Context: an optimization exercise on an open-source flow, tuned for small area. The choices shown serve that exercise and are no tape-out recipe.
Function was checked by simulation only, so behaviour that the tests miss may differ from the original.

==> run a <==
## complex_mult
module complex_mult
#(
    parameter AWIDTH = 16,
    parameter BWIDTH = 16,
    parameter OUTWIDTH = 33
) (
    input  wire clk,
    input  wire [  AWIDTH-1:0] a_real,
    input  wire [  AWIDTH-1:0] a_imag,
    input  wire [  BWIDTH-1:0] b_real,
    input  wire [  BWIDTH-1:0] b_imag,
    input  wire                 valid,
    output wire [OUTWIDTH-1:0] z_real,
    output wire [OUTWIDTH-1:0] z_imag
);
  reg [15:0] ar1, ai1, br1, bi1;
  reg [15:0] ar2, ai2, br2, bi2;
  reg [15:0] ar3, ai3, br3, bi3;
  reg [15:0] ar4, ai4, br4, bi4;
  reg [15:0] ar5, ai5, br5, bi5;
  reg [15:0] ar6, ai6, br6;
  reg [16:0] ps1, ps2, ps3;
  reg [32:0] zr7, zi7;
  always @(posedge clk) begin
    if (valid) begin
      ar1 <= a_real; ai1 <= a_imag; br1 <= b_real; bi1 <= b_imag;
    end
  end
  always @(posedge clk) begin
    ar2 <= ar1; ai2 <= ai1; br2 <= br1; bi2 <= bi1;
    ar3 <= ar2; ai3 <= ai2; br3 <= br2; bi3 <= bi2;
    ar4 <= ar3; ai4 <= ai3; br4 <= br3; bi4 <= bi3;
    ar5 <= ar4; ai5 <= ai4; br5 <= br4; bi5 <= bi4;
  end
  wire pas1 = ar5[0] ^ ai5[0] ^ 1'b0;
  wire pac2 = (ar5[0] & ai5[0]) | (ar5[0] & 1'b0) | (ai5[0] & 1'b0);
  ...
Settings: LEC_CHECK=0, ABC_AREA=1, CAP_MARGIN=20, CORE_MARGIN=2, CORE_UTILIZATION=65, CTS_BUF_LIST=sky130_fd_sc_hd__clkbuf_4, SLEW_MARGIN=20; clock period 7.0 ns.
standard.sh (not shown) runs the stock make flow with config.mk's settings and CLKGATE_MAP_FILE= SYNTH_SCRIPT=/design/flow/synth_recipe.tcl, a recipe that flattens the netlist after the stock synthesis.
==> flow/flow/run.sh <==
#!/bin/bash
# Standard synthesis, then an inverter clean-up around full adders and XOR gates
# (flow/invopt.py), then the standard layout with 1x port buffers.
set -euo pipefail
R=orfs/results/${FLOW_PLATFORM}/complex_mult/base
bash standard.sh synth > synth.log 2>&1
cp $R/1_2_yosys.v $R/1_2_yosys_std.v
python3 flow/invopt.py $R/1_2_yosys_std.v $R/1_2_yosys.v > invopt.log 2>&1
touch $R/1_2_yosys.v
bash standard.sh BUFFER_PORTS_ARGS="-buffer_cell sky130_fd_sc_hd__buf_1" "CTS_ARGS=-sink_clustering_enable -repair_clock_nets -dont_use_dummy_load -buf_list sky130_fd_sc_hd__clkbuf_4 -sink_clustering_size 10 -sink_clustering_max_diameter 50" finish > layout.log 2>&1
Other scripts of this flow, unchanged in this note and not shown: flow/flow/invopt.py
==> inputs of run b, as changes to run a <==
==> flow/flow/run.sh (replaced) <==
#!/bin/bash
# Standard synthesis, then an inverter clean-up around full adders and XOR gates
# (flow/invopt.py), then the standard layout with 1x port buffers.
set -euo pipefail
R=orfs/results/${FLOW_PLATFORM}/complex_mult/base
bash standard.sh synth > synth.log 2>&1
cp $R/1_2_yosys.v $R/1_2_yosys_std.v
python3 flow/invopt.py $R/1_2_yosys_std.v $R/1_2_yosys.v > invopt.log 2>&1
touch $R/1_2_yosys.v
bash standard.sh BUFFER_PORTS_ARGS="-buffer_cell sky130_fd_sc_hd__buf_1" finish > layout.log 2>&1
==> inputs of run c, as changes to run a <==
==> flow/flow/run.sh (replaced) <==
#!/bin/bash
# Standard synthesis, then an inverter clean-up around full adders and XOR gates
# (flow/invopt.py), then the standard layout with 1x port buffers.
set -euo pipefail
R=orfs/results/${FLOW_PLATFORM}/complex_mult/base
bash standard.sh synth > synth.log 2>&1
cp $R/1_2_yosys.v $R/1_2_yosys_std.v
python3 flow/invopt.py $R/1_2_yosys_std.v $R/1_2_yosys.v > invopt.log 2>&1
touch $R/1_2_yosys.v
bash standard.sh BUFFER_PORTS_ARGS="-buffer_cell sky130_fd_sc_hd__buf_1" "CTS_ARGS=-sink_clustering_enable -repair_clock_nets -dont_use_dummy_load -buf_list sky130_fd_sc_hd__clkbuf_4 -sink_clustering_size 10 -sink_clustering_max_diameter 50" GPL_KEEP_OVERFLOW=0 finish > layout.log 2>&1
==> comparison table <==
metric                                                                        run b                    run a                     run c
Run status                                                  complete, no violations  complete, no violations   complete, no violations
Post-route non-filler standard cell count                                      3613                     3469                      3476
Critical path launch point                                                   ai5[0]                   br5[0]                    ps3[4]
Minimum period implied by the final worst setup slack                      6.838 ns                 6.877 ns                  6.735 ns
Most frequent CP cell                                         sky130_fd_sc_hd__fa_1    sky130_fd_sc_hd__fa_1  sky130_fd_sc_hd__nand2_1
Clock transition at path regs                                               0.07 ns                  0.10 ns                   0.09 ns
Required arrival time at the worst endpoint                                 7.70 ns                  7.66 ns                   7.65 ns
All-Layer GR Usage                                                           38.02%                   36.58%                    35.26%
Average via count per standard cell                                           5.994                    6.087                     6.125
Worst Path Max Fanout                                                             2                        3                        16
Utilization after layout                                                     72.53%                   70.09%                    71.58%
Crit-path max cell delay                                                    0.44 ns                  0.51 ns                   0.61 ns
Max Clock Freq                                                           0.1462 GHz               0.1454 GHz                0.1485 GHz
Arrival @ worst endpoint                                                    7.54 ns                  7.54 ns                   7.38 ns
Worst hold slack across all endpoints                                     0.2746 ns                0.2603 ns                 0.2676 ns
Routing usage on met1                                                        47.39%                   47.14%                    47.93%
Crit. path cell count                                                            16                       17                        24
Critical register-to-register path endpoint                                 ps1[15]                  ps2[15]                   zr7[30]
First-pass GRT wire length                                                 138.0 mm                 133.2 mm                  129.2 mm
Count of buffers added by post-CTS timing repair for setup                        0                        0                        48

---

==> maple: inputs <==
Another version of the RTL of complex_mult (not shown whole).
clock: 7.0 ns
lec_check: 0
abc_area: 1
cap_margin: 20
core_margin: 2
core_utilization: 65
cts_buf_list: sky130_fd_sc_hd__clkbuf_4
place_density: 0.72
slew_margin: 20
==> flow/flow/run.sh <==
#!/bin/bash
# Standard synthesis, then an inverter clean-up around full adders and XOR gates
# (flow/invopt.py), then the standard layout with 1x port buffers.
set -euo pipefail
R=orfs/results/${FLOW_PLATFORM}/complex_mult/base
bash standard.sh synth > synth.log 2>&1
cp $R/1_2_yosys.v $R/1_2_yosys_std.v
python3 flow/invopt.py $R/1_2_yosys_std.v $R/1_2_yosys.v > invopt.log 2>&1
touch $R/1_2_yosys.v
bash standard.sh BUFFER_PORTS_ARGS="-buffer_cell sky130_fd_sc_hd__buf_1" "CTS_ARGS=-sink_clustering_enable -repair_clock_nets -dont_use_dummy_load -buf_list sky130_fd_sc_hd__clkbuf_4 -sink_clustering_size 10 -sink_clustering_max_diameter 50" finish > layout.log 2>&1
==> flow/flow/invopt.py <==
#!/usr/bin/env python3
"""Remove inverters around full adders and XOR gates in a flat sky130 Yosys netlist.

A full adder is self-dual: FA(~a,~b,~c) = (~sum, ~cout), so each fa cell may be
flipped (all its pins complemented) without changing the logic.  An XOR gate can
absorb an inversion on any input or on its output by swapping xor2 <-> xnor2.
A greedy search picks flips that minimise the inverters needed; the netlist is
then rewritten with at most one inverter per signal whose complement is used.
Registers and every other cell are kept as they are.
usage: invopt.py in.v out.v [unused] [annealing steps]
"""
import re, sys, random
from collections import defaultdict

P = 'sky130_fd_sc_hd__'
INV = {P + 'inv_1', P + 'inv_2', P + 'clkinv_1'}
FA = {P + 'fa_1', P + 'fa_2', P + 'fa_4'}
XOR = {P + 'xor2_1': (P + 'xor2_1', P + 'xnor2_1', 0), P + 'xnor2_1': (P + 'xor2_1', P + 'xnor2_1', 1),
       P + 'xor2_2': (P + 'xor2_2', P + 'xnor2_2', 0), P + 'xnor2_2': (P + 'xor2_2', P + 'xnor2_2', 1),
       P + 'xor3_1': (P + 'xor3_1', P + 'xnor3_1', 0), P + 'xnor3_1': (P + 'xor3_1', P + 'xnor3_1', 1)}
OUTPINS = {'X', 'Y', 'Q', 'Q_N', 'SUM', 'COUT', 'HI', 'LO'}

src = open(sys.argv[1]).read()
mod = re.search(r'^(module\s+\w+\s*\(.*?\);)(.*)^(endmodule)', src, re.S | re.M)
pre, head, body, tail = src[:mod.start()], mod.group(1), mod.group(2), src[mod.start(3):]

cell_re = re.compile(r'^\s*(sky130_fd_sc_hd__\w+)\s+(\\\S+|\S+)\s*\((.*?)\);\n?', re.S | re.M)
pin_re = re.compile(r'\.(\w+)\(\s*(\\\S+\s|[^()\s]+)\s*\)')
cells = []
for mm in cell_re.finditer(body):
    typ, name, pins = mm.groups()
    pm = {p: n.strip() for p, n in pin_re.findall(pins)}
    cells.append([typ, name, pm])
rest = cell_re.sub('', body)

def q(n):
    return n + ' ' if n.startswith('\\') else n

protected = set()   # nets named in assigns or ports: their polarity is fixed
for a in re.findall(r'assign\s+(.*?);', rest, re.S):
    for tok in re.findall(r'\\\S+|[A-Za-z_][\w$]*(?:\[\d+\])?', a):
        protected.add(tok)
ports = set()
for d in re.findall(r'^\s*(?:input|output)\b([^;]*);', rest, re.M):
    for tok in re.findall(r'[A-Za-z_]\w*', d.split(']')[-1]):
        ports.add(tok)
def is_port_net(n):
    return n.split('[')[0] in ports or n in protected

drv = {}
for i, (typ, name, pm) in enumerate(cells):
    for p, n in pm.items():
        if p in OUTPINS:
            drv[n] = i
isinv = [c[0] in INV for c in cells]
isfa = [c[0] in FA for c in cells]
isxor = [c[0] in XOR for c in cells]

def resolve(n):
    i = drv.get(n)
    if i is not None and isinv[i] and not is_port_net(n):
        return cells[i][2]['A'], 1
    return n, 0

# loads of each base signal: (cell, pin, w0); w0 = 1 if it currently reads the complement
loads = defaultdict(list)
for i, (typ, name, pm) in enumerate(cells):
    if isinv[i] and not is_port_net(pm['Y']):
        continue
    for p, n in pm.items():
        if p in OUTPINS:
            continue
        b, w = resolve(n)
        loads[b].append((i, p, w))

flip = [0] * len(cells)       # FA: all pins complemented; XOR: output complemented
pinned = set()
for i, (typ, name, pm) in enumerate(cells):
    if isfa[i] or isxor[i]:
        for p, n in pm.items():
            if p in OUTPINS and is_port_net(n):
                pinned.add(i)

def dpol(b):
    i = drv.get(b)
    return flip[i] if i is not None and (isfa[i] or isxor[i]) else 0

def need(b):
    d = dpol(b)
    for (i, p, w) in loads[b]:
        if isxor[i]:
            continue
        wf = w ^ (flip[i] if isfa[i] else 0)
        if wf != d:
            return 1
    return 0

touch = defaultdict(set)
for b, ls in loads.items():
    for (i, p, w) in ls:
        touch[i].add(b)
for b in loads:
    i = drv.get(b)
    if i is not None:
        touch[i].add(b)

before = sum(need(b) for b in loads)
cand = [i for i in range(len(cells)) if (isfa[i] or isxor[i]) and i not in pinned]
best_flip, best = list(flip), before
random.seed(1)
import math
cur = before
# simulated annealing over flips with the exact inverter count
T = 2.0
steps = int(sys.argv[4]) if len(sys.argv) > 4 else 2000000
for k in range(steps):
    i = random.choice(cand)
    bs = touch[i]
    c0 = sum(need(b) for b in bs)
    flip[i] ^= 1
    c1 = sum(need(b) for b in bs)
    d = c1 - c0
    if d <= 0 or random.random() < math.exp(-d / T):
        cur += d
        if cur < best:
            best, best_flip = cur, list(flip)
    else:
        flip[i] ^= 1
    T = max(0.05, 2.0 * (1 - k / steps))
# final greedy polish
flip = list(best_flip)
changed = True
while changed:
    changed = False
    for i in cand:
        bs = touch[i]
        c0 = sum(need(b) for b in bs)
        flip[i] ^= 1
        c1 = sum(need(b) for b in bs)
        if c1 < c0:
            changed = True
        else:
            flip[i] ^= 1
best_flip = list(flip)
best = sum(need(b) for b in loads)
flip = best_flip
print(f'inverters: {sum(isinv)} in netlist, {before} signals needing a complement -> {best}', file=sys.stderr)

# rewrite
compl = {}
newcells = []
def comp_net(b):
    if b not in compl:
        nm = f'_invopt_{len(compl)}_'
        compl[b] = nm
        newcells.append((P + 'inv_1', nm + 'i', {'A': b, 'Y': nm}))
    return compl[b]

out = []
for i, (typ, name, pm) in enumerate(cells):
    if isinv[i] and not is_port_net(pm['Y']):
        continue
    npm = {}
    par = 0
    for p, n in pm.items():
        if p in OUTPINS:
            npm[p] = n
            continue
        b, w = resolve(n)
        d = dpol(b)
        if isxor[i]:
            npm[p] = b
            par ^= w ^ d          # reads b^d physically, wanted b^w
        else:
            wf = w ^ (flip[i] if isfa[i] else 0)
            npm[p] = b if wf == d else comp_net(b)
    if isxor[i]:
        xt, xnt, inv0 = XOR[typ]
        # wanted out = xor(inputs wanted) ^ inv0; physical output = wanted ^ flip
        typ = xnt if (inv0 ^ par ^ flip[i]) else xt
        opin = 'Y' if 'xnor2' in typ else 'X'
        onet = npm.pop('X', None) or npm.pop('Y')
        npm[opin] = onet
    out.append((typ, name, npm))

lines = [f'  wire {n};' for n in compl.values()]
for typ, name, pm in newcells + out:
    pins = ', '.join(f'.{p}({q(n)})' for p, n in pm.items())
    lines.append(f'  {typ} {q(name)} ({pins});')
open(sys.argv[2], 'w').write(pre + head + rest + '\n'.join(lines) + '\n' + tail)
==> inputs of indigo, as changes to maple <==
--- a/flow/flow/invopt.py
+++ b/flow/flow/invopt.py
@@ -9,3 +9,3 @@
 Registers and every other cell are kept as they are.
-usage: invopt.py in.v out.v [unused] [annealing steps]
+usage: invopt2.py in.v out.v
 """
@@ -110,37 +110,24 @@
 random.seed(1)
-import math
-cur = before
-# simulated annealing over flips with the exact inverter count
-T = 2.0
-steps = int(sys.argv[4]) if len(sys.argv) > 4 else 2000000
-for k in range(steps):
-    i = random.choice(cand)
-    bs = touch[i]
-    c0 = sum(need(b) for b in bs)
-    flip[i] ^= 1
-    c1 = sum(need(b) for b in bs)
-    d = c1 - c0
-    if d <= 0 or random.random() < math.exp(-d / T):
-        cur += d
-        if cur < best:
-            best, best_flip = cur, list(flip)
-    else:
-        flip[i] ^= 1
-    T = max(0.05, 2.0 * (1 - k / steps))
-# final greedy polish
-flip = list(best_flip)
-changed = True
-while changed:
-    changed = False
-    for i in cand:
-        bs = touch[i]
-        c0 = sum(need(b) for b in bs)
-        flip[i] ^= 1
-        c1 = sum(need(b) for b in bs)
-        if c1 < c0:
-            changed = True
-        else:
+for restart in range(int(sys.argv[3]) if len(sys.argv) > 3 else 8):
+    if restart:
+        flip = list(best_flip)
+        for i in random.sample(cand, len(cand) // 10):
             flip[i] ^= 1
-best_flip = list(flip)
-best = sum(need(b) for b in loads)
+    changed = True
+    while changed:
+        changed = False
+        order = cand[:]
+        random.shuffle(order)
+        for i in order:
+            bs = touch[i]
+            c0 = sum(need(b) for b in bs)
+            flip[i] ^= 1
+            c1 = sum(need(b) for b in bs)
+            if c1 < c0 or (c1 == c0 and random.random() < 0.3):
+                changed = changed or c1 < c0
+            else:
+                flip[i] ^= 1
+    tot = sum(need(b) for b in loads)
+    if tot < best:
+        best, best_flip = tot, list(flip)
 flip = best_flip
--- a/flow/config.mk
+++ b/flow/config.mk
@@ -12,3 +12,2 @@
 export CTS_BUF_LIST = sky130_fd_sc_hd__clkbuf_4
-export PLACE_DENSITY = 0.72
 export SLEW_MARGIN = 20
==> flow_summary.rst <==
.. list-table::
   :header-rows: 1

   * - Metric
     - Value
   * - Die ar.
     - 48100 µm²
   * - Data required time at the worst endpoint
     - 7610 ps
   * - Relative slew slack
     - 48.5%
   * - Number of non-clock buffers
     - 275
   * - Worst Hold Launch
     - ar3[11]$_DFF_P_
   * - Met3 Wirelength
     - 8390 µm
   * - Maximum clock skew at final layout
     - 164 ps
   * - GR Layer Usage met3
     - 6.69%
   * - Global router's overall resource usage
     - 35.5%
   * - Worst-Margin Slew
     - 772 ps
   * - Total iterations of the first detailed-routing run
     - 8
   * - Insertion delay of the later-clocked pin in the worst-skew pair
     - 880 ps
   * - Result of the run
     - finished clean
(the above is from maple)
==> flow_summary.rst <==
.. list-table::
   :header-rows: 1

   * - Metric
     - Value
   * - Result of the run
     - finished clean
   * - Instance count on the critical path
     - 17
   * - Total iterations of the first detailed-routing run
     - 6
   * - Worst-Margin Slew
     - 813 ps
   * - Period utilisation layout
     - 97.3%
   * - Number of non-clock buffers
     - 273
   * - Synthesized cell area
     - 30500 µm²
   * - Type of origin of the critical path
     - register
   * - Data required time at the worst endpoint
     - 7650 ps
   * - Met3 Wirelength
     - 6900 µm
   * - Total wire length
     - 81400 µm
   * - GR Layer Usage met3
     - 6.67%
   * - Master cell of the clock root buffer
     - sky130_fd_sc_hd__clkbuf_4
   * - Insertion delay of the later-clocked pin in the worst-skew pair
     - 870 ps
   * - Maximum clock skew at final layout
     - 117 ps
   * - Area taken by multi-input logic gates
     - 18400 µm²
   * - Die ar.
     - 48700 µm²
(the above is from indigo)

## re-timing with driven ports
The results above use ideal ports. As a check the final layouts listed here were re-extracted and re-timed, cells and wires unchanged. Step 1 (the two cells are an assumption about what drives the block):
set clk [get_ports {clk}]
set_driving_cell -lib_cell sky130_fd_sc_hd__clkbuf_16 $clk
set_driving_cell -lib_cell sky130_fd_sc_hd__buf_2 [delete_from_list [all_inputs] $clk]
Step 2, shift: input delay + t, output delay - t, t = (earliest + latest rising clock arrival at the registers) / 2. This alone moves slack from input paths to output paths. a / b / c = no drivers / after step 1 / after step 2; a / b = the first two.
run | t (ns) | setup WS [ns] | latest minus earliest clock arrival (ns) | worst register clock-pin slew, ns
run a | 0.854 | 0.123 / 0.123 / 0.123 | 0.144 / 0.143 | 0.11 / 0.11
run b | 0.938 | 0.162 / 0.162 / 0.162 | 0.149 / 0.149 | 0.09 / 0.09
run c | 0.844 | 0.265 / 0.265 / 0.265 | 0.095 / 0.094 | 0.11 / 0.11
maple | 0.855 | 0.173 / 0.173 / 0.173 | 0.164 / 0.165 | 0.11 / 0.11
indigo | 0.865 | 0.190 / 0.190 / 0.190 | 0.118 / 0.118 | 0.11 / 0.11
After both steps setup and hold are still met in every run listed.
